From an optimization exercise on the open Yosys and OpenROAD flow, aimed at small area and a short achievable clock period; shortcuts taken in it are not production practice.
Only simulation tests tie the RTL to the original design; equivalence was not proved.
Power is estimated from default activity; no workload was simulated.

--- flow/run.sh ---
#!/bin/bash
# synth_recipe.tcl (not shown) runs the flow's synth.tcl, then flattens the netlist and writes it again
# the make line also repeats each setting of config.mk as NAME=value (left out here)
make -C /OpenROAD-flow-scripts/flow DESIGN_CONFIG=/design/flow/config.mk WORK_HOME=/design/flow/orfs CLKGATE_MAP_FILE= SYNTH_SCRIPT=/design/flow/synth_recipe.tcl finish
--- flow/config.mk ---
export PLATFORM = sky130hd
export DESIGN_NAME = mips32_pipeline
export DESIGN_NICKNAME = mips32_pipeline
export VERILOG_FILES = /design/flow/design.v
export SDC_FILE = /design/flow/constraint.sdc
export NUM_CORES = 4
export LEC_CHECK = 0
export CAP_MARGIN = 20
export CORE_MARGIN = 2
export CORE_UTILIZATION = 30
export SLEW_MARGIN = 20
--- flow/constraint.sdc ---
create_clock -name core_clock -period 95.0 [get_ports {clk}]
set_input_delay 19.0000 -clock core_clock [delete_from_list [all_inputs] [get_ports {clk}]]
set_output_delay 19.0000 -clock core_clock [all_outputs]
set_load 0.01 [all_outputs]
--- flow/design.v ---
module mips32_pipeline #(parameter WIDTH = 32, REGBITS = 5) (
	input			clk, reset,
	input [WIDTH-1:0] 	imem_data,
	input			imem_ready,
	output [WIDTH-1:0] 	imem_addr,
	input [WIDTH-1:0] 	dmem_rdata,
	output			dmem_we,
	output [WIDTH-1:0] 	dmem_addr,
	output [WIDTH-1:0] 	dmem_wdata,
	output [31:0]		cycle_count,
	output [31:0]		inst_count,
	output [31:0]		branch_predict_correct,
	output [31:0]		branch_predict_total
);
reg [31:0] pc;
reg [31:0] ifid_pc;
reg [31:0] ifid_instr;
reg        ifid_valid;
reg        ifid_pt;           
reg [1:0]  ifid_cnt;          
reg [31:0] idex_pc;
reg [31:0] idex_rd1, idex_rd2;
reg [25:0] idex_ins;          
reg        idex_sx;           
reg        idex_regwrite, idex_memtoreg, idex_memwrite, idex_memread;
reg        idex_alusrc, idex_regdst;
reg [3:0]  idex_alucont;
reg        idex_branch, idex_jump, idex_jr, idex_jal;
reg        idex_valid;
reg        idex_pt;
reg [1:0]  idex_cnt;
reg        idex_multiply, idex_divide;
reg        idex_bne;
reg        idex_lui;
reg [31:0] exmem_aluresult;
reg [31:0] exmem_writedata;
reg [4:0]  exmem_writereg;
reg        exmem_rw;          
reg        exmem_memtoreg;
reg        exmem_we;          
reg        exmem_valid;
reg        exmem_isbr;        
reg        exmem_tk;          
reg        exmem_pt;
reg [9:0]  exmem_idx;
reg [1:0]  exmem_cnt;
reg [31:0] memwb_wdata;
reg [4:0]  memwb_writereg;
reg        memwb_rw;
reg        memwb_valid;
reg [31:0] cycle_counter;
reg [31:0] instruction_counter;
reg [31:0] branch_correct_counter;
reg [31:0] branch_total_counter;
reg [31:0] hi_reg, lo_reg;
reg [31:0] md_op;             
reg        md_x;              
reg        mult_busy, div_busy;
reg [3:0]  md_cnt;
reg [31:0] rf [1:31];
wire [2047:0] bp;
wire [5:0] op = ifid_instr[31:26];
wire [5:0] fn = ifid_instr[5:0];
wire [4:0] ra1 = ifid_instr[25:21];
wire [4:0] ra2 = ifid_instr[20:16];
reg        regwrite, memtoreg, memwrite, memread, alusrc, regdst;
reg [3:0]  alucont;
reg        branch, jump, jr, jal, multiply, divide, mfhi, mflo, bne, lui;
always @(*) begin
	regwrite = 0; memtoreg = 0; memwrite = 0; memread = 0;
	alucont = 4'b0000; alusrc = 0; regdst = 0;
	branch = 0; jump = 0; jr = 0; jal = 0;
	multiply = 0; divide = 0; mfhi = 0; mflo = 0; bne = 0; lui = 0;
	case (op)
		6'b000000: begin
			regdst = 1;
			case (fn)
				6'b100000: begin regwrite = 1; alucont = 4'b0010; end
				6'b100010: begin regwrite = 1; alucont = 4'b0110; end
				6'b100100: begin regwrite = 1; alucont = 4'b0000; end
				6'b100101: begin regwrite = 1; alucont = 4'b0001; end
				6'b100110: begin regwrite = 1; alucont = 4'b0011; end
				6'b100111: begin regwrite = 1; alucont = 4'b0100; end
				6'b101010: begin regwrite = 1; alucont = 4'b0111; end
				6'b000000: begin regwrite = 1; alucont = 4'b1000; end
				6'b000010: begin regwrite = 1; alucont = 4'b1001; end
				6'b000011: begin regwrite = 1; alucont = 4'b1010; end
				6'b001000: jr = 1;
				6'b011000: multiply = 1;
				6'b011010: divide = 1;
				6'b010000: begin regwrite = 1; mfhi = 1; alucont = 4'b1100; end
				6'b010010: begin regwrite = 1; mflo = 1; alucont = 4'b1101; end
				default: ;
			endcase
		end
		6'b100011: begin regwrite = 1; memtoreg = 1; memread = 1; alusrc = 1; alucont = 4'b0010; end
		6'b101011: begin memwrite = 1; alusrc = 1; alucont = 4'b0010; end
		6'b000100: begin branch = 1; alucont = 4'b0110; end
		6'b000101: begin branch = 1; alucont = 4'b0110; bne = 1; end
		6'b001000: begin regwrite = 1; alusrc = 1; alucont = 4'b0010; end
		6'b001100: begin regwrite = 1; alusrc = 1; alucont = 4'b0000; end
		6'b001101: begin regwrite = 1; alusrc = 1; alucont = 4'b0001; end
		6'b001110: begin regwrite = 1; alusrc = 1; alucont = 4'b0011; end
		6'b001111: begin regwrite = 1; lui = 1; alucont = 4'b1111; end
		6'b000010: jump = 1;
		6'b000011: begin jump = 1; jal = 1; regwrite = 1; end
		default: ;
	endcase
end
wire zero_extend = (op == 6'b001101) || (op == 6'b001100) || (op == 6'b001110);
wire [31:0] write_data = memwb_wdata;
wire [31:0] rf_rd1 = (ra1 != 0) ? rf[ra1] : 32'd0;
wire [31:0] rf_rd2 = (ra2 != 0) ? rf[ra2] : 32'd0;
wire [31:0] rd1 = (memwb_rw && memwb_writereg == ra1) ? write_data : rf_rd1;
wire [31:0] rd2 = (memwb_rw && memwb_writereg == ra2) ? write_data : rf_rd2;
always @(posedge clk)
	if (memwb_rw) rf[memwb_writereg] <= write_data;
wire [4:0]  idex_rs_w  = idex_ins[25:21];
wire [4:0]  idex_rt_w  = idex_ins[20:16];
wire [4:0]  idex_rd_w  = idex_ins[15:11];
wire [4:0]  idex_sh_w  = idex_ins[10:6];
wire [31:0] idex_imm   = {{16{idex_sx}}, idex_ins[15:0]};
wire load_use = idex_memread && (idex_rt_w != 0) &&
                ((idex_rt_w == ra1) || (idex_rt_w == ra2));
wire id_uses_hilo = mfhi || mflo || multiply || divide;
wire stall = load_use ||
             (((idex_multiply || idex_divide) || mult_busy || div_busy) && id_uses_hilo);
wire fa_ex = exmem_rw && (exmem_writereg == idex_rs_w);
wire fa_wb = memwb_rw && (memwb_writereg == idex_rs_w);
wire fb_ex = exmem_rw && (exmem_writereg == idex_rt_w);
wire fb_wb = memwb_rw && (memwb_writereg == idex_rt_w);
wire [31:0] fwd1 = fa_ex ? exmem_aluresult : fa_wb ? write_data : idex_rd1;
wire [31:0] fwd2 = fb_ex ? exmem_aluresult : fb_wb ? write_data : idex_rd2;
wire [31:0] a = fwd1;
wire [31:0] b = idex_alusrc ? idex_imm : fwd2;
wire        sub = idex_alucont[2];
wire [31:0] sum = a + (sub ? ~b : b) + {31'd0, sub};
wire        sh_left = (idex_alucont[1:0] == 2'b00);
wire        sh_fill = (idex_alucont[1:0] == 2'b10) & b[31];
reg  [31:0] b_rev, sh_out_rev;
integer k;
always @(*)
	for (k = 0; k < 32; k = k + 1) b_rev[k] = b[31-k];
wire [31:0] sh_in  = sh_left ? b_rev : b;
wire [31:0] sh_r   = $signed({sh_fill, sh_in}) >>> idex_sh_w;
always @(*)
	for (k = 0; k < 32; k = k + 1) sh_out_rev[k] = sh_r[31-k];
wire [31:0] sh_out = sh_left ? sh_out_rev : sh_r;
reg [31:0] alu_result;
always @(*)
	if (idex_lui)
		alu_result = {idex_ins[15:0], 16'h0000};
	else
		case (idex_alucont)
			4'b0000: alu_result = a & b;
			4'b0001: alu_result = a | b;
			4'b0010: alu_result = sum;
			4'b0011: alu_result = a ^ b;
			4'b0100: alu_result = ~(a | b);
			4'b0110: alu_result = sum;
			4'b0111: alu_result = {31'b0, sum[31]};
			4'b1000: alu_result = sh_out;
			4'b1001: alu_result = sh_out;
			4'b1010: alu_result = sh_out;
			4'b1100: alu_result = hi_reg;
			4'b1101: alu_result = lo_reg;
			default: alu_result = 32'd0;
		endcase
wire zero = (alu_result == 0);
wire br_cond = idex_bne ? !zero : zero;
wire branch_taken_ex = idex_branch & idex_valid & br_cond;
wire [31:0] idex_pc4 = idex_pc + 32'd4;
wire [31:0] branch_target = idex_pc4 + {idex_imm[29:0], 2'b00};
wire [31:0] jump_target = {idex_pc4[31:28], idex_ins, 2'b00};
wire jal_v = idex_jal && idex_valid;
wire [4:0]  write_reg = jal_v ? 5'd31 : (idex_regdst ? idex_rd_w : idex_rt_w);
wire [31:0] alu_result_final = jal_v ? idex_pc4 : alu_result;
wire jump_flush = (idex_jump || idex_jr) && idex_valid;
wire flush = branch_taken_ex || jump_flush;
wire [9:0] pidx = pc[11:2];
wire [9:0] ifid_idx = ifid_pc[11:2];
wire [9:0] idex_idx = idex_pc[11:2];
wire [1:0] bp_rd = bp[{pidx, 1'b0} +: 2];
wire       bp_upd = exmem_isbr;
wire [1:0] bp_new = exmem_tk ? ((exmem_cnt == 2'b11) ? 2'b11 : exmem_cnt + 2'd1)
                             : ((exmem_cnt == 2'b00) ? 2'b00 : exmem_cnt - 2'd1);
wire [1:0] fetch_cnt = (bp_upd && exmem_idx == pidx) ? bp_new : bp_rd;
wire [1:0] ifid_cnt_c = (bp_upd && exmem_idx == ifid_idx) ? bp_new : ifid_cnt;
wire [1:0] idex_cnt_c = (bp_upd && exmem_idx == idex_idx) ? bp_new : idex_cnt;
genvar g;
generate
	for (g = 0; g < 1024; g = g + 1) begin : bpe
		reg [1:0] c;
		always @(posedge clk)
			if (reset || (bp_upd && exmem_idx == g))
				c <= reset ? 2'b10 : bp_new;
		assign bp[2*g +: 2] = c;
	end
endgenerate
wire [31:0] pc_plus4 = pc + 32'd4;
wire        fetch_br = (imem_data[31:26] == 6'b000100) || (imem_data[31:26] == 6'b000101);
always @(posedge clk) begin
	if (reset)
		pc <= 0;
	else if (branch_taken_ex)
		pc <= branch_target;
	else if (idex_jr && idex_valid)
		pc <= fwd1;
	else if (idex_jump && idex_valid)
		pc <= jump_target;
	else if (!stall && imem_ready)
		pc <= pc_plus4;
end
always @(posedge clk) begin
	if (reset || flush) begin
		ifid_instr <= 0;
		ifid_valid <= 0;
		ifid_pt <= 0;
	end else if (!stall) begin
		ifid_instr <= imem_ready ? imem_data : 32'd0;
		ifid_valid <= imem_ready;
		ifid_pt <= imem_ready & fetch_br & bp_rd[1];
	end
	if (!stall) begin
		ifid_pc <= pc;
		ifid_cnt <= fetch_cnt;
	end else
		ifid_cnt <= ifid_cnt_c;
end
always @(posedge clk) begin
	idex_pc <= ifid_pc;
	idex_cnt <= ifid_cnt_c;
	if (reset || flush) begin
		idex_rd1 <= 0;
		idex_rd2 <= 0;
		idex_ins <= 0;
		idex_sx <= 0;
		idex_regwrite <= 0;
		idex_memtoreg <= 0;
		idex_memwrite <= 0;
		idex_memread <= 0;
		idex_alusrc <= 0;
		idex_regdst <= 0;
		idex_alucont <= 0;
		idex_branch <= 0;
		idex_jump <= 0;
		idex_jr <= 0;
		idex_jal <= 0;
		idex_valid <= 0;
		idex_pt <= 0;
		idex_multiply <= 0;
		idex_divide <= 0;
		idex_bne <= 0;
		idex_lui <= 0;
	end else if (stall) begin
		idex_regwrite <= 0;
		idex_memtoreg <= 0;
		idex_memwrite <= 0;
		idex_memread <= 0;
		idex_branch <= 0;
		idex_jump <= 0;
		idex_jr <= 0;
		idex_jal <= 0;
		idex_valid <= 0;
		idex_multiply <= 0;
		idex_divide <= 0;
		idex_lui <= 0;
	end else begin
		idex_rd1 <= rd1;
		idex_rd2 <= rd2;
		idex_ins <= ifid_instr[25:0];
		idex_sx <= ~zero_extend & ifid_instr[15];
		idex_regwrite <= regwrite;
		idex_memtoreg <= memtoreg;
		idex_memwrite <= memwrite;
		idex_memread <= memread;
		idex_alusrc <= alusrc;
		idex_regdst <= regdst;
		idex_alucont <= alucont;
		idex_branch <= branch;
		idex_jump <= jump;
		idex_jr <= jr;
		idex_jal <= jal;
		idex_valid <= ifid_valid;
		idex_pt <= ifid_pt;
		idex_multiply <= multiply;
		idex_divide <= divide;
		idex_bne <= bne;
		idex_lui <= lui;
	end
end
always @(posedge clk) begin
	exmem_writereg <= write_reg;
	exmem_memtoreg <= idex_memtoreg;
	exmem_tk <= br_cond;
	exmem_pt <= idex_pt;
	exmem_idx <= idex_idx;
	exmem_cnt <= idex_cnt_c;
	if (reset) begin
		exmem_aluresult <= 0;
		exmem_writedata <= 0;
		exmem_rw <= 0;
		exmem_we <= 0;
		exmem_valid <= 0;
		exmem_isbr <= 0;
	end else begin
		exmem_aluresult <= alu_result_final;
		exmem_writedata <= fwd2;
		exmem_rw <= idex_regwrite && idex_valid && (write_reg != 0);
		exmem_we <= idex_memwrite && idex_valid;
		exmem_valid <= idex_valid;
		exmem_isbr <= idex_branch && idex_valid;
	end
end
assign dmem_we = exmem_we;
assign dmem_addr = exmem_aluresult;
assign dmem_wdata = exmem_writedata;
always @(posedge clk) begin
	memwb_wdata <= exmem_memtoreg ? dmem_rdata : exmem_aluresult;
	memwb_writereg <= exmem_writereg;
	if (reset) begin
		memwb_rw <= 0;
		memwb_valid <= 0;
	end else begin
		memwb_rw <= exmem_rw;
		memwb_valid <= exmem_valid;
	end
end
always @(posedge clk) begin
	if (reset) begin
		cycle_counter <= 0;
		instruction_counter <= 0;
		branch_correct_counter <= 0;
		branch_total_counter <= 0;
	end else begin
		cycle_counter <= cycle_counter + 1;
		if (memwb_valid)
			instruction_counter <= instruction_counter + 1;
		if (exmem_isbr) begin
			branch_total_counter <= branch_total_counter + 1;
			if (exmem_tk == exmem_pt)
				branch_correct_counter <= branch_correct_counter + 1;
		end
	end
end
assign cycle_count = cycle_counter;
assign inst_count = instruction_counter;
assign branch_predict_correct = branch_correct_counter;
assign branch_predict_total = branch_total_counter;
assign imem_addr = pc;
wire        m_last = (md_cnt == 4'd0);
wire [5:0]  m_dig  = m_last ? {{4{lo_reg[1]}}, lo_reg[1:0]} : {1'b0, lo_reg[4:0]};
wire [37:0] m_sum  = $signed(hi_reg) + $signed(md_op) * $signed(m_dig);
reg [31:0] d_r;
reg [32:0] d_q;
reg [33:0] d_t;
integer j;
always @(*) begin
	d_r = hi_reg;
	d_q = {md_x, lo_reg};
	for (j = 0; j < 3; j = j + 1) begin
		d_t = {1'b0, d_r, d_q[32]} - {2'b00, md_op};
		if (!d_t[33])
			d_r = d_t[31:0];
		else
			d_r = {d_r[30:0], d_q[32]};
		d_q = {d_q[31:0], !d_t[33]};
	end
end
wire d_zero = (md_op == 0);
always @(posedge clk) begin
	if (reset) begin
		hi_reg <= 0;
		lo_reg <= 0;
		mult_busy <= 0;
		div_busy <= 0;
	end else begin
		if (idex_multiply && !mult_busy && !div_busy && idex_valid) begin
			mult_busy <= 1;
			md_cnt <= 4'd6;
			md_op <= fwd1;
			hi_reg <= 0;
			lo_reg <= fwd2;
		end else if (mult_busy) begin
			md_cnt <= md_cnt - 4'd1;
			if (m_last) begin
				hi_reg <= m_sum[33:2];
				lo_reg <= {m_sum[1:0], lo_reg[31:2]};
				mult_busy <= 0;
			end else begin
				hi_reg <= m_sum[36:5];
				lo_reg <= {m_sum[4:0], lo_reg[31:5]};
			end
		end
		if (idex_divide && !div_busy && !mult_busy && idex_valid) begin
			div_busy <= 1;
			md_cnt <= 4'd12;
			md_op <= fwd2;
			md_x <= 0;
			hi_reg <= 0;
			lo_reg <= fwd1;
		end else if (div_busy) begin
			md_cnt <= md_cnt - 4'd1;
			if (md_cnt <= 4'd10) begin
				if (m_last && d_zero) begin
					hi_reg <= 32'hDEADBEEF;
					lo_reg <= 32'hDEADBEEF;
				end else begin
					hi_reg <= d_r;
					lo_reg <= d_q[31:0];
				end
				md_x <= d_q[32];
			end
			if (m_last)
				div_busy <= 0;
		end
	end
end
endmodule
==> results of run 1 <==
-- cells in the final DEF (no fill, tap or decap), types with 162 or more instances in the layout --
master,count
mux2i_1,202
fa_1,166
mux4_2,1243
inv_1,327
clkdlybuf4s50_1,290
a21o_1,252
o21ai_0,287
dfxtp_1,526
xnor2_1,232
o21bai_1,855
a21oi_1,493
nor2_1,874
a211oi_1,162
nand3_1,223
xor2_1,198
edfxtp_1,3109
nand2_1,937
ha_1,306
clkbuf_16,392
buf_4,310
-- layer usage --
metal | global-route usage (%) | up-vias
li1 | - | 50973
met2 | 29.7 | 5670
met1 | 24.8 | 61928
met5 | 0 | -
met3 | 4.65 | 1073
met4 | 8.29 | 14
-- cell families after synthesis --
family | synth area share [%]
AO/OA/AOI/OAI | 11.0
XOR/XNOR | 2.05
adder cells (fa/ha/maj) | 3.90
buffers and inverters | 2.76
flip-flops | 56.9
multiplexers | 16.6
AND/OR/NAND/NOR | 6.81
-- critical path, stage by stage --
cell   delay (ns)
buf_8        0.31
or2_4        0.86
buf_4        0.83
buf_4        0.83
buf_4        0.77
-- cells in the mapped netlist, drive strengths merged, types with 153 or more instances --
master  instances
edfxtp       3109
mux4         1243
nand2         943
nor2          922
o21bai        858
clkbuf        745
dfxtp         553
a21oi         495
inv           333
o21ai         322
ha            306
a21o          252
buf           238
xnor2         232
nand3         227
a211oi        226
mux2i         202
xor2          198
fa            166
nor3          153
-- area by class of cell --
class	count	share of cell area, %
flip-flops and latches	3662	49.9
repair buffers	620	2.69
multi-input cells	8056	35.8
inverters	336	0.606
well taps	8092	4.84
clock inverters	241	1.25
clock buffers	472	4.89
diodes	23	0.0275
-- power breakdown --
part	internal, uW	total [uW]	switching [uW]
Combinational	215	566	351
Sequential	2010	2070	65.3
Clock	879	1540	658
-- path summary, 6_finish.rpt --
check,start,endpoint,slack (ns)
setup / recovery,reset,bpe[393].c[1],72.91
hold / removal,ifid_pc[15],idex_pc[15],0.26
setup reg to reg,md_op[1],hi_reg[19],80.92
hold reg to reg,ifid_pc[15],idex_pc[15],0.26
-- through the flow --
step / utilization, % / area (um^2) / total power (uW)
2_1_floorplan: - / 184000 / 2490
3_3_place_gp: 32.1 / 196000 / 2660
3_5_place_dp: 32.2 / 196000 / 2660
4_1_cts: 34.3 / 209000 / 4190
5_1_grt: 34.3 / 209000 / 4300
6_report: 34.3 / 209000 / 4170
==> out/metrics.cfg, run 1 <==
[routing]
drt-total-wl_um = 606000
met1Wirelength_um = 241000
ant_nets = 0
drt_iter0_drc = 14959
routed-wl-met2_um = 276000
wl_per_cell_um = 28.2
wl_met3_um = 57900
vias_per_cell = 5.56
dr.pass1.iters = 7
highest_layer = met5
drc = 0
vias = 119658

[grt]
grt_max_degree = 238
antenna_found_initial = 48
grt_pass1_vias = 117899
grt_overflow = 0
grt_pass1_wl_um = 861000
grt_use_total_pct = 18.9

[worst_setup_path]
worstSetupPathType = input pin to flop
required_ns = 95.71
cp_data_arrival_time_ns = 22.80
crit_path_end_kind = flop
start_kind = input pin
rr_worst_depth = 50
cp_max_fo = 89

[synthesis]
async_reset_ff_share_pct = 0
ys_warn_count = 1
synth.distinct_cells = 107
synth_edf_count = 3109
synth_fp_nets = 13576
ys_top_cells_by_area = edfxtp_1 51%, mux4_2 15%, dfxtp_1 6.0%
postSynthCellCount = 13037
netlist.area_leader.share_pct = 50.8
syn_avg_cell_area_um2 = 14.1
synth.cell_area_mm2 = 0.184
ys.flop_type = edfxtp_1
ys_seq_area_share_pct = 56.9
synth_seq_cells = 3662
yosysTopAreaCell = edfxtp_1

[finish]
layout-drive-gt1-share_pct = 18.7
top_regs = bpe.c x2048, rf x992
multi_input_area_mm2 = 0.0748
seq_area_mm2 = 0.105
largest_reg_flops = 2048
fin_cells = 21502
largest-register = bpe.c
fillCellCount = 58656
syn_to_final_growth_pct = 13.9
layout.nets = 13597

[sta]
fmax_mhz = 45.3
min_period_ns = 22.09
slew_viol_final = 0
min_period_over_period_pct = 23.3
setup_viol = 0
slew_headroom_pct = 4.21
setup_ws_ns = 72.91
hold_ws_ns = 0.255
rsz0062_at_grt = false
finalClockSkew_ns = 0.136
hold_violations = 0
tns_ns = 0
tightest_slew_ns = 1.43

[placed_design]
post-place-cells = 20766
dp_slack_ns = 71.81
port_buffers = 291
place_hpwl_um = 396000
place_congestion = 1.04

[run_status]
status = finished clean

[power]
peakVddDrop_uv = 16.1
p_per_area_mw_per_mm2 = 19.9
leakage_uw = 0.0686

[worst_hold_path]
min_path_cells = 0
hold_path.class = flop to flop

[clock_network]
worstSkewPairLatency_ns = 1.03
postCtsHoldBufs = 0
root_buffer = clkbuf_16
cts_resized = 0
numCtsBuffers = 382
clk_path_buf_depth = 4
cts.htree.levels = 5
post-cts-setup-buffers = 0
clock_sinks = 3662
cts_tree = yes
clk_pin_slew_ns = 0.06

[flow_run]
maxCapViolCount = 0

[floorplan]
die_h_um = 786
initial_core_util_pct = 30.1
dieArea_mm2 = 0.619
io_pins = 292
core.rowCount = 287
core_area_mm2 = 0.610
fp.dieW_um = 786

==> run 2, diff against run 1 <==
--- a/flow/design.v
+++ b/flow/design.v
@@ -59,2 +59,4 @@
 reg [3:0]  md_cnt;
+reg        reset_q;
+always @(posedge clk) reset_q <= reset;
 reg [31:0] rf [1:31];
@@ -111,4 +113,12 @@
 wire [31:0] write_data = memwb_wdata;
-wire [31:0] rf_rd1 = (ra1 != 0) ? rf[ra1] : 32'd0;
-wire [31:0] rf_rd2 = (ra2 != 0) ? rf[ra2] : 32'd0;
+reg  [31:0] rf_rd1, rf_rd2;
+integer r;
+always @(*) begin
+	rf_rd1 = 0;
+	rf_rd2 = 0;
+	for (r = 1; r < 32; r = r + 1) begin
+		rf_rd1 = rf_rd1 | ({32{ra1 == r}} & rf[r]);
+		rf_rd2 = rf_rd2 | ({32{ra2 == r}} & rf[r]);
+	end
+end
 wire [31:0] rd1 = (memwb_rw && memwb_writereg == ra1) ? write_data : rf_rd1;
@@ -136,3 +146,4 @@
 wire        sub = idex_alucont[2];
-wire [31:0] sum = a + (sub ? ~b : b) + {31'd0, sub};
+wire [31:0] sum;
+rca #(32) alu_add(.a(a), .b(sub ? ~b : b), .ci(sub), .s(sum));
 wire        sh_left = (idex_alucont[1:0] == 2'b00);
@@ -171,4 +182,8 @@
 wire branch_taken_ex = idex_branch & idex_valid & br_cond;
-wire [31:0] idex_pc4 = idex_pc + 32'd4;
-wire [31:0] branch_target = idex_pc4 + {idex_imm[29:0], 2'b00};
+wire [31:0] idex_pc4;
+wire [31:0] branch_target;
+inc #(30) idex_pc_inc(.a(idex_pc[31:2]), .s(idex_pc4[31:2]));
+assign idex_pc4[1:0] = idex_pc[1:0];
+rca #(30) bt_add(.a(idex_pc4[31:2]), .b(idex_imm[29:0]), .ci(1'b0), .s(branch_target[31:2]));
+assign branch_target[1:0] = idex_pc[1:0];
 wire [31:0] jump_target = {idex_pc4[31:28], idex_ins, 2'b00};
@@ -182,3 +197,16 @@
 wire [9:0] idex_idx = idex_pc[11:2];
-wire [1:0] bp_rd = bp[{pidx, 1'b0} +: 2];
+wire [31:0] bp_csel = 32'd1 << pidx[4:0];
+wire [31:0] bp_rsel = 32'd1 << pidx[9:5];
+reg  [63:0] bp_row;
+reg  [1:0]  bp_rd;
+integer q, q2;
+always @(*) begin
+	bp_row = 0;
+	for (q = 0; q < 32; q = q + 1)
+		for (q2 = 0; q2 < 32; q2 = q2 + 1)
+			bp_row[2*q +: 2] = bp_row[2*q +: 2] | ({2{bp_csel[q2]}} & bp[2*(32*q+q2) +: 2]);
+	bp_rd = 0;
+	for (q = 0; q < 32; q = q + 1)
+		bp_rd = bp_rd | ({2{bp_rsel[q]}} & bp_row[2*q +: 2]);
+end
 wire       bp_upd = exmem_isbr;
@@ -186,5 +214,9 @@
                              : ((exmem_cnt == 2'b00) ? 2'b00 : exmem_cnt - 2'd1);
-wire [1:0] fetch_cnt = (bp_upd && exmem_idx == pidx) ? bp_new : bp_rd;
+wire [1:0] bp_rd_e = reset_q ? 2'b10 : bp_rd;
+wire [1:0] fetch_cnt = (bp_upd && exmem_idx == pidx) ? bp_new : bp_rd_e;
 wire [1:0] ifid_cnt_c = (bp_upd && exmem_idx == ifid_idx) ? bp_new : ifid_cnt;
 wire [1:0] idex_cnt_c = (bp_upd && exmem_idx == idex_idx) ? bp_new : idex_cnt;
+wire [31:0] bp_wa = reset_q ? 32'hffffffff : (bp_upd ? (32'd1 << exmem_idx[4:0]) : 32'd0);
+wire [31:0] bp_wb = reset_q ? 32'hffffffff : (32'd1 << exmem_idx[9:5]);
+wire [1:0]  bp_wd = reset_q ? 2'b10 : bp_new;
 genvar g;
@@ -194,4 +226,4 @@
 		always @(posedge clk)
-			if (reset || (bp_upd && exmem_idx == g))
-				c <= reset ? 2'b10 : bp_new;
+			if (bp_wa[g % 32] & bp_wb[g / 32])
+				c <= bp_wd;
 		assign bp[2*g +: 2] = c;
@@ -199,3 +231,5 @@
 endgenerate
-wire [31:0] pc_plus4 = pc + 32'd4;
+wire [31:0] pc_plus4;
+inc #(30) pc_inc(.a(pc[31:2]), .s(pc_plus4[31:2]));
+assign pc_plus4[1:0] = pc[1:0];
 wire        fetch_br = (imem_data[31:26] == 6'b000100) || (imem_data[31:26] == 6'b000101);
@@ -221,3 +255,3 @@
 		ifid_valid <= imem_ready;
-		ifid_pt <= imem_ready & fetch_br & bp_rd[1];
+		ifid_pt <= imem_ready & fetch_br & bp_rd_e[1];
 	end
@@ -233,6 +267,4 @@
 	if (reset || flush) begin
-		idex_rd1 <= 0;
 		idex_rd2 <= 0;
-		idex_ins <= 0;
-		idex_sx <= 0;
+		idex_ins[20:16] <= 0;
 		idex_regwrite <= 0;
@@ -328,2 +360,7 @@
 end
+wire [31:0] cycle_inc, inst_inc, bc_inc, bt_inc;
+inc #(32) cyc_i(.a(cycle_counter), .s(cycle_inc));
+inc #(32) ins_i(.a(instruction_counter), .s(inst_inc));
+inc #(32) bc_i(.a(branch_correct_counter), .s(bc_inc));
+inc #(32) bt_i(.a(branch_total_counter), .s(bt_inc));
 always @(posedge clk) begin
@@ -335,9 +372,9 @@
 	end else begin
-		cycle_counter <= cycle_counter + 1;
+		cycle_counter <= cycle_inc;
 		if (memwb_valid)
-			instruction_counter <= instruction_counter + 1;
+			instruction_counter <= inst_inc;
 		if (exmem_isbr) begin
-			branch_total_counter <= branch_total_counter + 1;
+			branch_total_counter <= bt_inc;
 			if (exmem_tk == exmem_pt)
-				branch_correct_counter <= branch_correct_counter + 1;
+				branch_correct_counter <= bc_inc;
 		end
@@ -351,4 +388,27 @@
 wire        m_last = (md_cnt == 4'd0);
-wire [5:0]  m_dig  = m_last ? {{4{lo_reg[1]}}, lo_reg[1:0]} : {1'b0, lo_reg[4:0]};
-wire [37:0] m_sum  = $signed(hi_reg) + $signed(md_op) * $signed(m_dig);
+reg [4:0]  m_d;
+reg [36:0] m_op [0:6];
+reg [36:0] cs_s, cs_c, t_s;
+integer j;
+always @(*) begin
+	m_d = m_last ? {3'b000, lo_reg[1:0]} : lo_reg[4:0];
+	m_op[0] = {5'b00000, ~hi_reg[31], hi_reg[30:0]};
+	for (j = 0; j < 5; j = j + 1) begin
+		m_op[j+1] = 0;
+		if (j == 1)
+			m_op[j+1][j +: 32] = {~(m_d[j] & (md_op[31] ^ m_last)), {31{m_d[j]}} & (md_op[30:0] ^ {31{m_last}})};
+		else
+			m_op[j+1][j +: 32] = {~(m_d[j] & md_op[31]), {31{m_d[j]}} & md_op[30:0]};
+	end
+	m_op[6] = {1'b1, 34'd0, m_last & m_d[1], 1'b0};
+	cs_s = m_op[0];
+	cs_c = m_op[1];
+	for (j = 2; j < 7; j = j + 1) begin
+		t_s  = cs_s ^ cs_c ^ m_op[j];
+		cs_c = ((cs_s & cs_c) | (cs_s & m_op[j]) | (cs_c & m_op[j])) << 1;
+		cs_s = t_s;
+	end
+end
+wire [36:0] m_sum;
+rca #(37) m_add(.a(cs_s), .b(cs_c), .ci(1'b0), .s(m_sum));
 reg [31:0] d_r;
@@ -356,3 +416,2 @@
 reg [33:0] d_t;
-integer j;
 always @(*) begin
@@ -371,3 +430,8 @@
 always @(posedge clk) begin
-	if (reset) begin
+	if (((idex_multiply && idex_valid) || (idex_divide && idex_valid)) && !mult_busy && !div_busy) begin
+		md_op <= fwd2;
+		md_x <= 0;
+	end else if (div_busy && md_cnt <= 4'd10)
+		md_x <= d_q[32];
+	if (reset_q) begin
 		hi_reg <= 0;
@@ -377,8 +441,7 @@
 	end else begin
-		if (idex_multiply && !mult_busy && !div_busy && idex_valid) begin
+		if ((idex_multiply && idex_valid) && !mult_busy && !div_busy) begin
 			mult_busy <= 1;
 			md_cnt <= 4'd6;
-			md_op <= fwd1;
 			hi_reg <= 0;
-			lo_reg <= fwd2;
+			lo_reg <= fwd1;
 		end else if (mult_busy) begin
@@ -394,7 +457,5 @@
 		end
-		if (idex_divide && !div_busy && !mult_busy && idex_valid) begin
+		if ((idex_divide && idex_valid) && !div_busy && !mult_busy) begin
 			div_busy <= 1;
 			md_cnt <= 4'd12;
-			md_op <= fwd2;
-			md_x <= 0;
 			hi_reg <= 0;
@@ -411,3 +472,2 @@
 				end
-				md_x <= d_q[32];
 			end
@@ -419 +479,30 @@
 endmodule
+module rca #(parameter N = 32) (
+	input  [N-1:0] a, b,
+	input          ci,
+	output [N-1:0] s
+);
+wire [N:0] c;
+assign c[0] = ci;
+genvar i;
+generate
+	for (i = 0; i < N; i = i + 1) begin : fa
+		assign s[i] = a[i] ^ b[i] ^ c[i];
+		assign c[i+1] = (a[i] & b[i]) | (c[i] & (a[i] ^ b[i]));
+	end
+endgenerate
+endmodule
+module inc #(parameter N = 32) (
+	input  [N-1:0] a,
+	output [N-1:0] s
+);
+wire [N:0] c;
+assign c[0] = 1'b1;
+genvar i;
+generate
+	for (i = 0; i < N; i = i + 1) begin : ha
+		assign s[i] = a[i] ^ c[i];
+		assign c[i+1] = a[i] & c[i];
+	end
+endgenerate
+endmodule
==> out/metrics.cfg, run 2 <==
[run_status]
status = finished clean

[synthesis]
ys_warn_count = 2
yosysTopAreaCell = edfxtp_1
synth_edf_count = 3162
synthMuxAreaShare_pct = 1.83
netlist.area_leader.share_pct = 57.3
postSynthCellCount = 13021
ys_seq_area_share_pct = 63.2
synth_fp_nets = 13693
synthTopCellsByCount = 3162 x edfxtp_1, 1570 x nor2_1, 881 x a22oi_1
synth.distinct_cells = 100
synth_top_family_by_area = compound AO/OA/AOI/OAI gates
synthXorXnorAreaFrac_pct = 1.20
ys_top_cells_by_area = edfxtp_1 57%, dfxtp_1 5.9%, a22oi_1 4.0%
synthAdderAreaFrac_pct = 5.56
syn_avg_cell_area_um2 = 12.7
synth.cell_area_mm2 = 0.166
ys.flop_type = edfxtp_1
synthSimpleGateAreaFrac_pct = 9.53
yosysMostFrequentCell = edfxtp_1
synth_compound_area_share_pct = 15.6
synth_seq_cells = 3653
async_reset_ff_share_pct = 0

[clock_network]
root_buffer = clkbuf_16
numCtsBuffers = 382
clk_path_buf_depth = 4
post-cts-setup-buffers = 0
worstSkewPairLatency_ns = 1.03
cts_resized = 0
clock_sinks = 3653
clk_pin_slew_ns = 0.06
cts.htree.levels = 5
postCtsHoldBufs = 0
cts_tree = yes

[finish]
top_regs = bpe.c x2048, rf x992
layout-drive-gt1-share_pct = 11.4
largest-register = bpe.c
fillCellCount = 53415
seq_area_mm2 = 0.105
final_common_cell = edfxtp_1
layout.nets = 13864
largest_reg_flops = 2048
syn_to_final_growth_pct = 15.8
fin_cells = 20792
multi_input_area_mm2 = 0.0574
most-common-layout-cells = 3162 x edfxtp_1, 1466 x nor2_1, 881 x a22oi_1

[floorplan]
dieArea_mm2 = 0.558
core.rowCount = 272
initial_core_util_pct = 30.2
io_pins = 292
core_area_mm2 = 0.549
die_h_um = 747
fp.dieW_um = 747

[worst_hold_path]
min_path_cells = 0
hold_path.class = flop to flop

[routing]
vias_per_cell = 6.13
drt-total-wl_um = 697000
vias = 127527
ant_nets = 0
dr.pass1.iters = 11
drc = 0
drt_iter0_drc = 22796
wl_per_cell_um = 33.5

[worst_setup_path]
cp_cell_sequence = clkdlybuf4s50_1
crit_cells = 1
slowest_stage = clkdlybuf4s50_1
cp_max_fo = 20
start_kind = flop
required_ns = 76.00
cp_data_arrival_time_ns = 2.94
crit_path_end_kind = primary output
crit_family = buffers and inverters
slowest_delay_ns = 1.02
rr_worst_depth = 57
path_buf_inv = 1
worstSetupPathType = flop to primary output

[sta]
setup_ws_ns = 73.06
hold_violations = 0
tightest_slew_ns = 1.27
tns_ns = 0
setup_viol = 0
min_period_ns = 21.94
min_period_over_period_pct = 23.1
finalClockSkew_ns = 0.0940
fmax_mhz = 45.6
slew_viol_final = 0
slew_headroom_pct = 14.8
rsz0062_at_grt = false

[placed_design]
place_congestion = 1.00
dp_slack_ns = 73.05
place_hpwl_um = 421000
post-place-cells = 20067
port_buffers = 291

[grt]
grt_use_total_pct = 23.8
grt_pass1_wl_um = 957000
antenna_found_initial = 51
grt_pass1_vias = 121673
grt_overflow = 0
grt_max_degree = 242

[flow_run]
maxCapViolCount = 0

[power]
leakage_uw = 0.0658
p_per_area_mw_per_mm2 = 19.6
peakVddDrop_uv = 14.3

run 2: layout make-up:
| cell class | count | area share, % |
|---|---|---|
| Inverter | 333 | 0.653 |
| Tap cell | 7261 | 4.74 |
| Clock buffer | 473 | 5.33 |
| Timing Repair Buffer | 788 | 3.57 |
| Sequential cell | 3653 | 54.6 |
| Antenna cell | 32 | 0.0417 |
| Multi-Input combinational cell | 8034 | 29.9 |
| Clock inverter | 218 | 1.09 |
run 2: power breakdown:
| part | leakage (uW) | internal, uW | switching (uW) |
|---|---|---|---|
| logic | 0.0260 | 83.3 | 263 |
| registers | 0.0337 | 1860 | 37.4 |
| clock network | 0.00604 | 851 | 657 |
| total | 0.0658 | 2790 | 957 |
run 2: path summary, 6_finish.rpt:
kind / from / endpoint / slack (ns)
max: pc[5] / imem_addr[5] / 73.06
min: ifid_pc[27] / idex_pc[27] / 0.34
max reg2reg: idex_ins[20] / flop / 73.77
min reg2reg: ifid_pc[27] / idex_pc[27] / 0.34
run 2: per-layer routing:
layer | share of wire [%] | track usage (%) | routed length, um | up-vias
li1 | - | - | - | 51124
met1 | 37 | 30.8 | 257000 | 63653
met2 | 43 | 36.0 | 301000 | 10292
met3 | 13 | 6.91 | 93600 | 2426
met4 | 6.6 | 12.6 | 45800 | 32
met5 | 0.046 | 0.136 | 321 | -
run 2: cell families after synthesis:
logic type	Yosys count
xor gates and xnor gates	227
buffers and inverters	1334
adders and majority gates	608
muxes	277
DFF	3653
and+or+nand+nor	3496
AOI/OAI and AO/OA	3426
run 2: per-stage QoR:
step                hold WS [ns]  area [um^2]  total power, uW  utilization, %
floorplan                  0.323       166000             2120               -
global placement           0.325       179000             2260            32.6
detailed placement         0.327       179000             2260            32.6
CTS                        0.338       192000             3740            34.9
global route               0.347       192000             3830            34.9
finish                     0.340       192000             3750            34.9
==> run 3, diff against run 2 <==
--- a/flow/design.v
+++ b/flow/design.v
@@ -14,3 +14,5 @@
 );
-reg [31:0] pc;
+reg [31:0] pc;                
+reg [31:0] pc_n;              
+wire [31:0] pcv = ~pc_n;
 reg [31:0] ifid_pc;
@@ -34,3 +36,5 @@
 reg        idex_lui;
-reg [31:0] exmem_aluresult;
+reg [31:0] exmem_aluresult;   
+reg [31:0] exmem_alu_n;       
+wire [31:0] exmem_alu = ~exmem_alu_n;
 reg [31:0] exmem_writedata;
@@ -141,4 +145,4 @@
 wire fb_wb = memwb_rw && (memwb_writereg == idex_rt_w);
-wire [31:0] fwd1 = fa_ex ? exmem_aluresult : fa_wb ? write_data : idex_rd1;
-wire [31:0] fwd2 = fb_ex ? exmem_aluresult : fb_wb ? write_data : idex_rd2;
+wire [31:0] fwd1 = fa_ex ? exmem_alu : fa_wb ? write_data : idex_rd1;
+wire [31:0] fwd2 = fb_ex ? exmem_alu : fb_wb ? write_data : idex_rd2;
 wire [31:0] a = fwd1;
@@ -194,3 +198,3 @@
 wire flush = branch_taken_ex || jump_flush;
-wire [9:0] pidx = pc[11:2];
+wire [9:0] pidx = pcv[11:2];
 wire [9:0] ifid_idx = ifid_pc[11:2];
@@ -232,17 +236,15 @@
 wire [31:0] pc_plus4;
-inc #(30) pc_inc(.a(pc[31:2]), .s(pc_plus4[31:2]));
-assign pc_plus4[1:0] = pc[1:0];
-wire        fetch_br = (imem_data[31:26] == 6'b000100) || (imem_data[31:26] == 6'b000101);
-always @(posedge clk) begin
-	if (reset)
-		pc <= 0;
-	else if (branch_taken_ex)
-		pc <= branch_target;
-	else if (idex_jr && idex_valid)
-		pc <= fwd1;
-	else if (idex_jump && idex_valid)
-		pc <= jump_target;
-	else if (!stall && imem_ready)
-		pc <= pc_plus4;
-end
+inc #(30) pc_inc(.a(pcv[31:2]), .s(pc_plus4[31:2]));
+assign pc_plus4[1:0] = pcv[1:0];
+wire        pc_en = reset || flush || (!stall && imem_ready);
+wire [31:0] pc_d  = reset ? 32'd0 :
+                    branch_taken_ex ? branch_target :
+                    (idex_jr && idex_valid) ? fwd1 :
+                    (idex_jump && idex_valid) ? jump_target :
+                    pc_plus4;
+always @(posedge clk)
+	if (pc_en) begin
+		pc <= pc_d;
+		pc_n <= ~pc_d;
+	end
 always @(posedge clk) begin
@@ -255,6 +257,6 @@
 		ifid_valid <= imem_ready;
-		ifid_pt <= imem_ready & fetch_br & bp_rd_e[1];
+		ifid_pt <= bp_rd_e[1];    
 	end
 	if (!stall) begin
-		ifid_pc <= pc;
+		ifid_pc <= pcv;
 		ifid_cnt <= fetch_cnt;
@@ -332,2 +334,3 @@
 		exmem_aluresult <= 0;
+		exmem_alu_n <= 32'hffffffff;
 		exmem_writedata <= 0;
@@ -339,2 +342,3 @@
 		exmem_aluresult <= alu_result_final;
+		exmem_alu_n <= ~alu_result_final;
 		exmem_writedata <= fwd2;
@@ -350,3 +354,3 @@
 always @(posedge clk) begin
-	memwb_wdata <= exmem_memtoreg ? dmem_rdata : exmem_aluresult;
+	memwb_wdata <= exmem_memtoreg ? dmem_rdata : exmem_alu;
 	memwb_writereg <= exmem_writereg;
==> flow/flow/run.sh (new file) <==
#!/bin/bash
# Standard layout, with plain buffers (buf_4) on the ports instead of the
# delay buffer that buffer_ports picks by default.
set -o pipefail
cp standard.sh standard_sh_copy.log
export BUFFER_PORTS_ARGS="-buffer_cell sky130_fd_sc_hd__buf_4"
bash standard.sh > standard.log 2>&1
==> flow/standard.sh (new file) <==
#!/bin/bash
# synth_recipe.tcl (not shown) runs the flow's synth.tcl, then flattens the netlist and writes it again
# the make line also repeats each setting of config.mk as NAME=value (left out here)
make -C /OpenROAD-flow-scripts/flow DESIGN_CONFIG=/design/flow/config.mk WORK_HOME=/design/flow/orfs CLKGATE_MAP_FILE= SYNTH_SCRIPT=/design/flow/synth_recipe.tcl "${@:-finish}"
--- a/flow/config.mk
+++ b/flow/config.mk
@@ -10,2 +10,3 @@
 export CORE_UTILIZATION = 30
+export CTS_BUF_LIST = sky130_fd_sc_hd__clkbuf_8
 export SLEW_MARGIN = 20
removed: flow/run.sh
==> out/metrics.cfg, run 3 <==
[sta]
setup_viol = 0
finalClockSkew_ns = 0.176
slew_headroom_pct = 4.97
min_period_over_period_pct = 23.4
slew_viol_final = 0
rsz0062_at_grt = false
tns_ns = 0
tightest_slew_ns = 1.41
min_period_ns = 22.22
fmax_mhz = 45.0
hold_violations = 0

[worst_setup_path]
r2r_end = pc[0]
rr_worst_depth = 52
reg2reg_slack_ns = 72.78
critPathLaunch = memwb_writereg[3]
crit_path_end_kind = flop
cpMostUsedCell = fa_1
crit_path_end = pc[0]
slowest_delay_ns = 0.81
required_ns = 95.91
slowest_stage = nand2_4
start_kind = flop
cp_data_arrival_time_ns = 23.13
cp_max_fo = 64
worstSetupPathType = flop to flop
r2r-start = memwb_writereg[3]

[routing]
ant_nets = 0
drt_iter0_drc = 25041
drc = 0
dr.pass1.iters = 17
vias_per_cell = 6.12
drt-total-wl_um = 739000
vias = 131730
wl_per_cell_um = 34.3

[grt]
grt_pass1_vias = 124967
antenna_found_initial = 63
grt_max_degree = 240
grt_overflow = 0
grt_use_total_pct = 24.8
grt_pass1_wl_um = 1000000

[run_status]
status = finished clean

[power]
p_per_area_mw_per_mm2 = 18.5
leakage_uw = 0.0686
peakVddDrop_uv = 15.0

[clock_network]
cts_resized = 0
cts.htree.levels = 6
cts_tree = yes
worstSkewPairLatency_ns = 1.37
numCtsBuffers = 600
clk_path_buf_depth = 4
clk_pin_slew_ns = 0.07
postCtsHoldBufs = 0
clock_sinks = 3717
post-cts-setup-buffers = 0
root_buffer = clkbuf_8

[synthesis]
netlist.area_leader.share_pct = 57.5
synth.distinct_cells = 100
ys_seq_area_share_pct = 63.4
synth_edf_count = 3226
ys_warn_count = 2
yosysMostFrequentCell = edfxtp_1
syn_avg_cell_area_um2 = 12.8
synth_seq_cells = 3717
synth_fp_nets = 13849
ys_top_cells_by_area = edfxtp_1 58%, dfxtp_1 5.8%, nor2_1 3.8%
postSynthCellCount = 13177
ys.flop_type = edfxtp_1
yosysTopAreaCell = edfxtp_1
synth.cell_area_mm2 = 0.168
async_reset_ff_share_pct = 0
synthTopCellsByCount = 3226 x edfxtp_1, 1716 x nor2_1, 824 x clkbuf_1

[worst_hold_path]
min_path_cells = 0
hold_path.class = flop to flop

[floorplan]
dieArea_mm2 = 0.567
core_area_mm2 = 0.560
initial_core_util_pct = 30.1
fp.dieW_um = 753
core.rowCount = 275
io_pins = 292
die_h_um = 753

[finish]
layout.nets = 14249
syn_to_final_growth_pct = 14.8
design_area_mm2 = 0.193
most-common-layout-cells = 3226 x edfxtp_1, 1588 x nor2_1, 797 x a22oi_1
layout-drive-gt1-share_pct = 14.7
largest-register = bpe.c
final_common_cell = edfxtp_1
top_regs = bpe.c x2048, rf x992
largest_reg_flops = 2048

[flow_run]
maxCapViolCount = 0

[placed_design]
place_hpwl_um = 457000
place_congestion = 1.02
placed_cell_area_mm2 = 0.182
port_buffers = 291

## run 3: cell types whose count changed after synthesis, moves of 30 or more
cell / change
a221oi_1: +31
a22o_1: +42
a22oi_1: -84
and3_1: +39
clkbuf_1: -31
edfxtp_1: +64
nand2_1: -32
nor2_1: +146
nor2b_1: +34
o22ai_1: -41
or2_2: +33
xnor2_1: -30
xor2_1: +31
## run 3: kinds of logic (layout without fill, tap and decap cells)
| group | count (synthesis) | in the layout | share of synthesized area [%] |
|---|---|---|---|
| xor gates and xnor gates | 228 | 228 | 1.19 |
| AOI/OAI and AO/OA | 3369 | 3369 | 15.3 |
| DFF | 3717 | 3717 | 63.4 |
| other | 0 | 28 | 0 |
| and+or+nand+nor | 3645 | 3645 | 9.79 |
| adders and majority gates | 607 | 607 | 5.47 |
| buffers and inverters | 1333 | 2185 | 3.05 |
| muxes | 278 | 278 | 1.86 |
## run 3: report_power, final
group          switching [uW]  internal (uW)
Combinational             232           69.4
Sequential               33.2           1870
Clock                     684            687
Total                     949           2630
## run 3: metal layers
layer / track usage, % / wire (um)
met1: 31.5 / 271000
met2: 36.7 / 312000
met3: 7.94 / 98500
met5: 0.0505 / 457
met4: 15.3 / 56800
## run 3: through the flow
stage / utilization, % / total power, uW / hold slack, ns / std cells / setup slack [ns]
after global routing: 34.5 / 3660 / 0.344 / 21511 / 72.03
final: 34.5 / 3580 / 0.334 / 21536 / 72.78
after CTS: 34.5 / 3570 / 0.328 / 21499 / 72.88
after detailed placement: 32.4 / 2220 / 0.327 / 20445 / 72.95
after floorplan: - / 2090 / 0.323 / 13177 / 64.28
after global placement: 32.4 / 2220 / 0.324 / 20438 / 73.15
## run 3: worst max-delay path, delay by kind of cell (launching register included)
family / cells / cell delay, ns
fa+ha+maj: 30 / 13.93
simple gates: 8 / 3.06
compound gates: 5 / 1.61
buf+inv: 4 / 1.42
flops: 1 / 0.65
xor+xnor: 4 / 0.62
mux: 1 / 0.28
## run 3: how the worst min path moves through the flow
stage | from | to | slack [ns]
floorplan | ifid_pc[0] | idex_pc[0] | 0.32
global placement | ifid_pc[30] | idex_pc[30] | 0.32
detailed placement | ifid_pc[17] | idex_pc[17] | 0.33
CTS | ifid_pc[13] | idex_pc[13] | 0.33
global route | ifid_pc[14] | idex_pc[14] | 0.34
finish | ifid_pc[14] | idex_pc[14] | 0.33
## run 3: layout make-up
| type | instances | area [um^2] |
|---|---|---|
| tap | 7479 | 9360 |
| sequential | 3717 | 107000 |
| multi-input combinational | 8127 | 58200 |
| antenna | 28 | 70.1 |
| clock inverter | 423 | 2690 |
| fill | 54989 | 367000 |
| inverter | 351 | 1320 |
| timing repair buffer | 780 | 6210 |
| clock buffer | 631 | 8680 |
==> run 4, diff against run 3 <==
--- a/flow/design.v
+++ b/flow/design.v
@@ -16,6 +16,6 @@
 reg [31:0] pc_n;              
-wire [31:0] pcv = ~pc_n;
+wire [31:0] pcv;              
 reg [31:0] ifid_pc;
-reg [31:0] ifid_instr;
-reg        ifid_valid;
+reg [31:0] ifid_instr_q;      
+reg        ifid_z;            
 reg        ifid_pt;           
@@ -23,2 +23,3 @@
 reg [31:0] idex_pc;
+reg        idex_live, idex_z;
 reg [31:0] idex_rd1, idex_rd2;
@@ -26,12 +27,25 @@
 reg        idex_sx;           
-reg        idex_regwrite, idex_memtoreg, idex_memwrite, idex_memread;
-reg        idex_alusrc, idex_regdst;
-reg [3:0]  idex_alucont;
-reg        idex_branch, idex_jump, idex_jr, idex_jal;
-reg        idex_valid;
+reg        idex_regwrite_q, idex_memtoreg, idex_memwrite_q, idex_memread_q;
+reg        idex_alusrc_q, idex_regdst;
+reg [3:0]  idex_alucont_q;
+reg        idex_branch_q, idex_jump_q, idex_jr_q, idex_jal_q;
+reg        idex_valid_q;
 reg        idex_pt;
 reg [1:0]  idex_cnt;
-reg        idex_multiply, idex_divide;
+reg        idex_multiply_q, idex_divide_q;
 reg        idex_bne;
-reg        idex_lui;
+reg        idex_lui_q;
+wire       idex_regwrite = idex_regwrite_q & idex_live;
+wire       idex_memwrite = idex_memwrite_q & idex_live;
+wire       idex_memread  = idex_memread_q & idex_live;
+wire       idex_branch   = idex_branch_q & idex_live;
+wire       idex_jump     = idex_jump_q & idex_live;
+wire       idex_jr       = idex_jr_q & idex_live;
+wire       idex_jal      = idex_jal_q & idex_live;
+wire       idex_valid    = idex_valid_q & idex_live;
+wire       idex_multiply = idex_multiply_q & idex_live;
+wire       idex_divide   = idex_divide_q & idex_live;
+wire       idex_lui      = idex_lui_q & idex_live;
+wire       idex_alusrc   = idex_alusrc_q & ~idex_z;
+wire [3:0] idex_alucont  = idex_alucont_q & {4{~idex_z}};
 reg [31:0] exmem_aluresult;   
@@ -65,4 +79,8 @@
 always @(posedge clk) reset_q <= reset;
+reg        pc_z;
+assign pcv = pc_z ? 32'd0 : ~pc_n;
 reg [31:0] rf [1:31];
 wire [2047:0] bp;
+wire [31:0] ifid_instr = ifid_z ? 32'd0 : ifid_instr_q;
+wire       ifid_valid = ~ifid_z;
 wire [5:0] op = ifid_instr[31:26];
@@ -146,3 +164,3 @@
 wire [31:0] fwd1 = fa_ex ? exmem_alu : fa_wb ? write_data : idex_rd1;
-wire [31:0] fwd2 = fb_ex ? exmem_alu : fb_wb ? write_data : idex_rd2;
+wire [31:0] fwd2 = idex_z ? 32'd0 : fb_ex ? exmem_alu : fb_wb ? write_data : idex_rd2;
 wire [31:0] a = fwd1;
@@ -151,3 +169,3 @@
 wire [31:0] sum;
-rca #(32) alu_add(.a(a), .b(sub ? ~b : b), .ci(sub), .s(sum));
+csa_add #(32, 16) alu_add(.a(a), .b(sub ? ~b : b), .ci(sub), .s(sum));
 wire        sh_left = (idex_alucont[1:0] == 2'b00);
@@ -183,4 +201,4 @@
 		endcase
-wire zero = (alu_result == 0);
-wire br_cond = idex_bne ? !zero : zero;
+wire ops_eq = (a == fwd2);
+wire br_cond = idex_bne ? !ops_eq : ops_eq;
 wire branch_taken_ex = idex_branch & idex_valid & br_cond;
@@ -190,3 +208,3 @@
 assign idex_pc4[1:0] = idex_pc[1:0];
-rca #(30) bt_add(.a(idex_pc4[31:2]), .b(idex_imm[29:0]), .ci(1'b0), .s(branch_target[31:2]));
+csa_add #(30, 15) bt_add(.a(idex_pc[31:2]), .b(idex_imm[29:0]), .ci(1'b1), .s(branch_target[31:2]));
 assign branch_target[1:0] = idex_pc[1:0];
@@ -238,5 +256,4 @@
 assign pc_plus4[1:0] = pcv[1:0];
-wire        pc_en = reset || flush || (!stall && imem_ready);
-wire [31:0] pc_d  = reset ? 32'd0 :
-                    branch_taken_ex ? branch_target :
+wire        pc_ld = imem_ready ? (flush || !stall) : flush;
+wire [31:0] pc_d  = branch_taken_ex ? branch_target :
                     (idex_jr && idex_valid) ? fwd1 :
@@ -245,17 +262,19 @@
 always @(posedge clk)
-	if (pc_en) begin
+begin
+	if (reset)
+		pc <= 32'd0;
+	else if (pc_ld)
 		pc <= pc_d;
+	if (pc_ld)
 		pc_n <= ~pc_d;
-	end
+	pc_z <= reset || (pc_z && !pc_ld);
+end
 always @(posedge clk) begin
-	if (reset || flush) begin
-		ifid_instr <= 0;
-		ifid_valid <= 0;
-		ifid_pt <= 0;
-	end else if (!stall) begin
-		ifid_instr <= imem_ready ? imem_data : 32'd0;
-		ifid_valid <= imem_ready;
-		ifid_pt <= bp_rd_e[1];    
-	end
+	if (reset || flush)
+		ifid_z <= 1;
+	else if (!stall)
+		ifid_z <= !imem_ready;
 	if (!stall) begin
+		ifid_instr_q <= imem_data;
+		ifid_pt <= bp_rd_e[1];    
 		ifid_pc <= pcv;
@@ -268,36 +287,8 @@
 	idex_cnt <= ifid_cnt_c;
-	if (reset || flush) begin
-		idex_rd2 <= 0;
-		idex_ins[20:16] <= 0;
-		idex_regwrite <= 0;
-		idex_memtoreg <= 0;
-		idex_memwrite <= 0;
-		idex_memread <= 0;
-		idex_alusrc <= 0;
-		idex_regdst <= 0;
-		idex_alucont <= 0;
-		idex_branch <= 0;
-		idex_jump <= 0;
-		idex_jr <= 0;
-		idex_jal <= 0;
-		idex_valid <= 0;
-		idex_pt <= 0;
-		idex_multiply <= 0;
-		idex_divide <= 0;
-		idex_bne <= 0;
-		idex_lui <= 0;
-	end else if (stall) begin
-		idex_regwrite <= 0;
-		idex_memtoreg <= 0;
-		idex_memwrite <= 0;
-		idex_memread <= 0;
-		idex_branch <= 0;
-		idex_jump <= 0;
-		idex_jr <= 0;
-		idex_jal <= 0;
-		idex_valid <= 0;
-		idex_multiply <= 0;
-		idex_divide <= 0;
-		idex_lui <= 0;
-	end else begin
+	idex_live <= !(reset || flush || stall);
+	if (reset || flush)
+		idex_z <= 1;
+	else if (!stall)
+		idex_z <= 0;
+	if (!stall) begin
 		idex_rd1 <= rd1;
@@ -306,19 +297,19 @@
 		idex_sx <= ~zero_extend & ifid_instr[15];
-		idex_regwrite <= regwrite;
+		idex_regwrite_q <= regwrite;
 		idex_memtoreg <= memtoreg;
-		idex_memwrite <= memwrite;
-		idex_memread <= memread;
-		idex_alusrc <= alusrc;
+		idex_memwrite_q <= memwrite;
+		idex_memread_q <= memread;
+		idex_alusrc_q <= alusrc;
 		idex_regdst <= regdst;
-		idex_alucont <= alucont;
-		idex_branch <= branch;
-		idex_jump <= jump;
-		idex_jr <= jr;
-		idex_jal <= jal;
-		idex_valid <= ifid_valid;
+		idex_alucont_q <= alucont;
+		idex_branch_q <= branch;
+		idex_jump_q <= jump;
+		idex_jr_q <= jr;
+		idex_jal_q <= jal;
+		idex_valid_q <= ifid_valid;
 		idex_pt <= ifid_pt;
-		idex_multiply <= multiply;
-		idex_divide <= divide;
+		idex_multiply_q <= multiply;
+		idex_divide_q <= divide;
 		idex_bne <= bne;
-		idex_lui <= lui;
+		idex_lui_q <= lui;
 	end
@@ -327,2 +318,3 @@
 	exmem_writereg <= write_reg;
+	exmem_alu_n <= ~alu_result_final;
 	exmem_memtoreg <= idex_memtoreg;
@@ -334,3 +326,2 @@
 		exmem_aluresult <= 0;
-		exmem_alu_n <= 32'hffffffff;
 		exmem_writedata <= 0;
@@ -342,3 +333,2 @@
 		exmem_aluresult <= alu_result_final;
-		exmem_alu_n <= ~alu_result_final;
 		exmem_writedata <= fwd2;
@@ -366,5 +356,6 @@
 inc #(32) cyc_i(.a(cycle_counter), .s(cycle_inc));
-inc #(32) ins_i(.a(instruction_counter), .s(inst_inc));
-inc #(32) bc_i(.a(branch_correct_counter), .s(bc_inc));
-inc #(32) bt_i(.a(branch_total_counter), .s(bt_inc));
+wire bc_en = exmem_isbr && (exmem_tk == exmem_pt);
+incc #(32) ins_i(.a(instruction_counter), .ci(memwb_valid), .s(inst_inc));
+incc #(32) bc_i(.a(branch_correct_counter), .ci(bc_en), .s(bc_inc));
+incc #(32) bt_i(.a(branch_total_counter), .ci(exmem_isbr), .s(bt_inc));
 always @(posedge clk) begin
@@ -377,9 +368,5 @@
 		cycle_counter <= cycle_inc;
-		if (memwb_valid)
-			instruction_counter <= inst_inc;
-		if (exmem_isbr) begin
-			branch_total_counter <= bt_inc;
-			if (exmem_tk == exmem_pt)
-				branch_correct_counter <= bc_inc;
-		end
+		instruction_counter <= inst_inc;
+		branch_total_counter <= bt_inc;
+		branch_correct_counter <= bc_inc;
 	end
@@ -416,3 +403,3 @@
 wire [36:0] m_sum;
-rca #(37) m_add(.a(cs_s), .b(cs_c), .ci(1'b0), .s(m_sum));
+csa_add #(37, 19) m_add(.a(cs_s), .b(cs_c), .ci(1'b0), .s(m_sum));
 reg [31:0] d_r;
@@ -424,3 +411,3 @@
 	for (j = 0; j < 3; j = j + 1) begin
-		d_t = {1'b0, d_r, d_q[32]} - {2'b00, md_op};
+		d_t = bk_sub({1'b0, d_r, d_q[32]}, {2'b00, md_op});
 		if (!d_t[33])
@@ -432,2 +419,26 @@
 end
+function [33:0] bk_sub(input [33:0] x, input [33:0] y);
+	reg [33:0] g, p, yb;
+	reg [34:0] G, P;    
+	reg [34:0] gg, pp;
+	integer i, d;
+	begin
+		yb = ~y;
+		g = x & yb;
+		p = x ^ yb;
+		gg[0] = 1'b1; pp[0] = 1'b0;
+		for (i = 0; i < 34; i = i + 1) begin gg[i+1] = g[i]; pp[i+1] = p[i]; end
+		for (d = 1; d < 35; d = d * 2)
+			for (i = 2*d - 1; i < 35; i = i + 2*d) begin
+				gg[i] = gg[i] | (pp[i] & gg[i-d]);
+				pp[i] = pp[i] & pp[i-d];
+			end
+		for (d = 16; d >= 1; d = d / 2)
+			for (i = 3*d - 1; i < 35; i = i + 2*d) begin
+				gg[i] = gg[i] | (pp[i] & gg[i-d]);
+				pp[i] = pp[i] & pp[i-d];
+			end
+		for (i = 0; i < 34; i = i + 1) bk_sub[i] = p[i] ^ gg[i];
+	end
+endfunction
 wire d_zero = (md_op == 0);
@@ -512 +523,42 @@
 endmodule
+module incc #(parameter N = 32) (
+	input  [N-1:0] a,
+	input          ci,
+	output [N-1:0] s
+);
+wire [N:0] c;
+assign c[0] = ci;
+genvar i;
+generate
+	for (i = 0; i < N; i = i + 1) begin : ha
+		assign s[i] = a[i] ^ c[i];
+		assign c[i+1] = a[i] & c[i];
+	end
+endgenerate
+endmodule
+module csa_add #(parameter N = 32, parameter L = 16) (
+	input  [N-1:0] a, b,
+	input          ci,
+	output [N-1:0] s
+);
+wire [L:0] cl;
+wire [N-L:0] c0, c1;
+wire [N-1:L] s0, s1;
+assign cl[0] = ci;
+assign c0[0] = 1'b0;
+assign c1[0] = 1'b1;
+genvar i;
+generate
+	for (i = 0; i < L; i = i + 1) begin : lo
+		assign s[i] = a[i] ^ b[i] ^ cl[i];
+		assign cl[i+1] = (a[i] & b[i]) | (cl[i] & (a[i] ^ b[i]));
+	end
+	for (i = L; i < N; i = i + 1) begin : hi
+		assign s0[i] = a[i] ^ b[i] ^ c0[i-L];
+		assign c0[i-L+1] = (a[i] & b[i]) | (c0[i-L] & (a[i] ^ b[i]));
+		assign s1[i] = a[i] ^ b[i] ^ c1[i-L];
+		assign c1[i-L+1] = (a[i] & b[i]) | (c1[i-L] & (a[i] ^ b[i]));
+	end
+endgenerate
+assign s[N-1:L] = cl[L] ? s1 : s0;
+endmodule
==> flow/flow/run.sh (replaced) <==
#!/bin/bash
# Standard layout (standard.sh, unchanged synthesis) with two changes:
#  - plain buf_4 port buffers instead of the delay buffer buffer_ports picks
#  - clock tree: larger sink clusters and no dummy loads (fewer clock buffers)
set -o pipefail
export BUFFER_PORTS_ARGS="-buffer_cell sky130_fd_sc_hd__buf_4"
export CTS_ARGS="-sink_clustering_enable -repair_clock_nets -dont_use_dummy_load -buf_list sky130_fd_sc_hd__clkbuf_16 -sink_clustering_size 20 -sink_clustering_max_diameter 60"
bash standard.sh > standard.log 2>&1
--- a/flow/config.mk
+++ b/flow/config.mk
@@ -7,6 +7,5 @@
 export LEC_CHECK = 0
-export CAP_MARGIN = 20
+export CAP_MARGIN = 30
 export CORE_MARGIN = 2
-export CORE_UTILIZATION = 30
-export CTS_BUF_LIST = sky130_fd_sc_hd__clkbuf_8
+export CORE_UTILIZATION = 65
 export SLEW_MARGIN = 20
==> out/metrics.cfg, run 4 <==
[run_status]
status = finished clean

[clock_network]
cts_resized = 0
clk_pin_slew_ns = 0.08
postCtsHoldBufs = 0
clk_path_buf_depth = 3
cts_tree = yes
root_buffer = clkbuf_16
clock_sinks = 3710
post-cts-setup-buffers = 0
numCtsBuffers = 232
worstSkewPairLatency_ns = 0.99
cts.htree.levels = 4

[synthesis]
yosysTopAreaCell = edfxtp_1
ys.flop_type = edfxtp_1
synth.distinct_cells = 103
synth_seq_cells = 3710
synth.cell_area_mm2 = 0.168
ys_seq_area_share_pct = 63.7
postSynthCellCount = 13030
async_reset_ff_share_pct = 0
yosysMostFrequentCell = edfxtp_1
syn_avg_cell_area_um2 = 12.9
ys_top_cells_by_area = edfxtp_1 59%, dfxtp_1 5.1%, a22oi_1 4.5%
synth_edf_count = 3283
synthTopCellsByCount = 3283 x edfxtp_1, 1542 x nor2_1, 1005 x a22oi_1
synth_fp_nets = 13750
ys_warn_count = 2
netlist.area_leader.share_pct = 58.6

[power]
p_per_area_mw_per_mm2 = 17.1
intPower_uw = 2360
p_comb_share_pct = 9.1
clkPwrFrac_pct = 30.2
seqPwrFrac_pct = 60.7
swShare_pct = 24.5
p_sw_uw = 765
leakage_uw = 0.0659
peakVddDrop_uv = 23.3

[floorplan]
die_h_um = 513
initial_core_util_pct = 65.4
core.rowCount = 186
fp.dieW_um = 513
core_area_mm2 = 0.257
io_pins = 292
dieArea_mm2 = 0.263

[worst_setup_path]
crit_cells = 1
worstSetupPathType = flop to primary output
slowest_delay_ns = 0.36
start_kind = flop
cp_data_arrival_time_ns = 1.45
crit_path_end_kind = primary output
cp_max_fo = 3
rr_worst_depth = 57
slowest_stage = dfxtp_1
required_ns = 76.00
cp_cell_sequence = buf_4
path_buf_inv = 1
crit_family = flip-flops

[routing]
drc = 0
drt_iter0_drc = 32515
vias = 132558
wl_per_cell_um = 41.1
dr.pass1.iters = 22
drt-total-wl_um = 678000
vias_per_cell = 8.03
ant_nets = 0

[grt]
grt_pass1_vias = 123778
grt_overflow = 0
grt_max_degree = 228
antenna_found_initial = 41
grt_use_total_pct = 50.5
grt_pass1_wl_um = 932000

[sta]
tightest_slew_ns = 1.28
rsz0062_at_grt = false
min_period_over_period_pct = 21.5
slew_viol_final = 0
hold_violations = 0
slew_headroom_pct = 14.7
fmax_mhz = 48.9
min_period_ns = 20.45
tns_ns = 0
finalClockSkew_ns = 0.161
setup_viol = 0

[placed_design]
place_congestion = 1.07
place_hpwl_um = 414000
port_buffers = 291
placed_cell_area_mm2 = 0.176

[finish]
layout.nets = 13817
syn_to_final_growth_pct = 8.52
design_area_mm2 = 0.183
top_regs = bpe.c x2048, rf x992
layout-drive-gt1-share_pct = 11.3
most-common-layout-cells = 3283 x edfxtp_1, 1443 x nor2_1, 1005 x a22oi_1
largest_reg_flops = 2048
largest-register = bpe.c
utilization_pct = 71.0
final_common_cell = edfxtp_1
fillCellCount = 17044

[worst_hold_path]
min_path_cells = 0
hold_path.class = flop to flop

[flow_run]
maxCapViolCount = 0

## run 4: logic make-up (layout without fill, tap and decap cells)
group	count (synthesis)	count (layout)	share of synthesized area [%]
flip-flops	3710	3710	63.7
multiplexers	252	252	1.81
AND/OR/NAND/NOR	3585	3585	9.81
buffers and inverters	1391	1456	3.18
adder cells (fa/ha/maj)	655	655	6.00
other	0	37	0
AO/OA/AOI/OAI	3226	3226	14.4
XOR/XNOR	211	211	1.10
## run 4: layout make-up
type                            instances  area, um^2  share of cell area (%)
Timing Repair Buffer                  813        6450                    3.53
Inverter                              411        1550                   0.846
Sequential cell                      3710      107000                    58.7
Multi-Input combinational cell       7929       57300                    31.4
Tap cell                             3384        4230                    2.32
Clock buffer                          232        5810                    3.18
Antenna cell                           37        92.6                  0.0507
## run 4: path summary, 6_finish.rpt
| check | from | to | slack, ns |
|---|---|---|---|
| worst max-delay path | cycle_counter[0] | cycle_count[0] | 74.55 |
| worst min-delay path | ifid_pc[28] | idex_pc[28] | 0.31 |
| worst max register to register | md_cnt[0] | hi_reg[31] | 76.23 |
| worst min register to register | ifid_pc[28] | idex_pc[28] | 0.31 |
## run 4: per-stage QoR
step,hold slack [ns],power [uW],instances,setup WS [ns]
after floorplan,0.323,2080,13030,64.25
after global placement,0.324,2180,16173,73.88
after detailed placement,0.327,2190,16204,73.78
after CTS,0.325,3090,16436,74.52
after global routing,0.329,3170,16482,74.48
final,0.314,3130,16516,74.55
## run 4: worst reg2reg max path, delay by kind of cell, from the launching register on
kind,cells,cell delay (ns)
compound gates,4,0.68
flops,1,0.42
xor+xnor,2,0.27
fa+ha+maj,37,15.31
simple gates,6,1.40
mux,1,0.12
buf+inv,7,0.54
## run 4: power groups by stage
stage / sequential, uW / combinational, uW / clock (uW)
finish: 1900 / 285 / 943
detailed placement: 1930 / 260 / 0
global route: 1900 / 287 / 980
global placement: 1930 / 253 / 0
floorplan: 1950 / 130 / 0
CTS: 1900 / 261 / 930
## run 4: metal layers
metal  GRT usage, %  share of wire [%]  vias to the layer above
li1               -                  -                    50304
met1           65.8                 32                    63368
met2           67.9                 40                    15012
met3           23.9                 20                     3828
met4           31.3                8.5                       46
met5           1.17               0.13                        -

## re-timing with driven ports
How much do the figures lean on ideal ports? The routed layouts below were timed once more, with nothing changed but the port constraints. Step 1 sets driving cells, clkbuf_16 on the clock port and buf_2 on the other inputs (assumed; they add their load-dependent delay and slew). Step 2, shift: input delay + t, output delay - t, t = (earliest + latest rising clock arrival at the registers) / 2. This alone moves slack from input paths to output paths. Three values: ideal ports, drivers, drivers and shift; two values: the first two.
| run | t, ns | setup slack, ns |
|---|---|---|
| run 1 | 1.068 | 72.907 / 72.828 / 71.892 |
| run 2 | 1.098 | 73.059 / 72.946 / 73.223 |
| run 3 | 1.383 | 72.781 / 72.781 / 72.781 |
| run 4 | 1.008 | 74.553 / 74.441 / 73.678 |
After both steps every run listed still meets setup and hold.
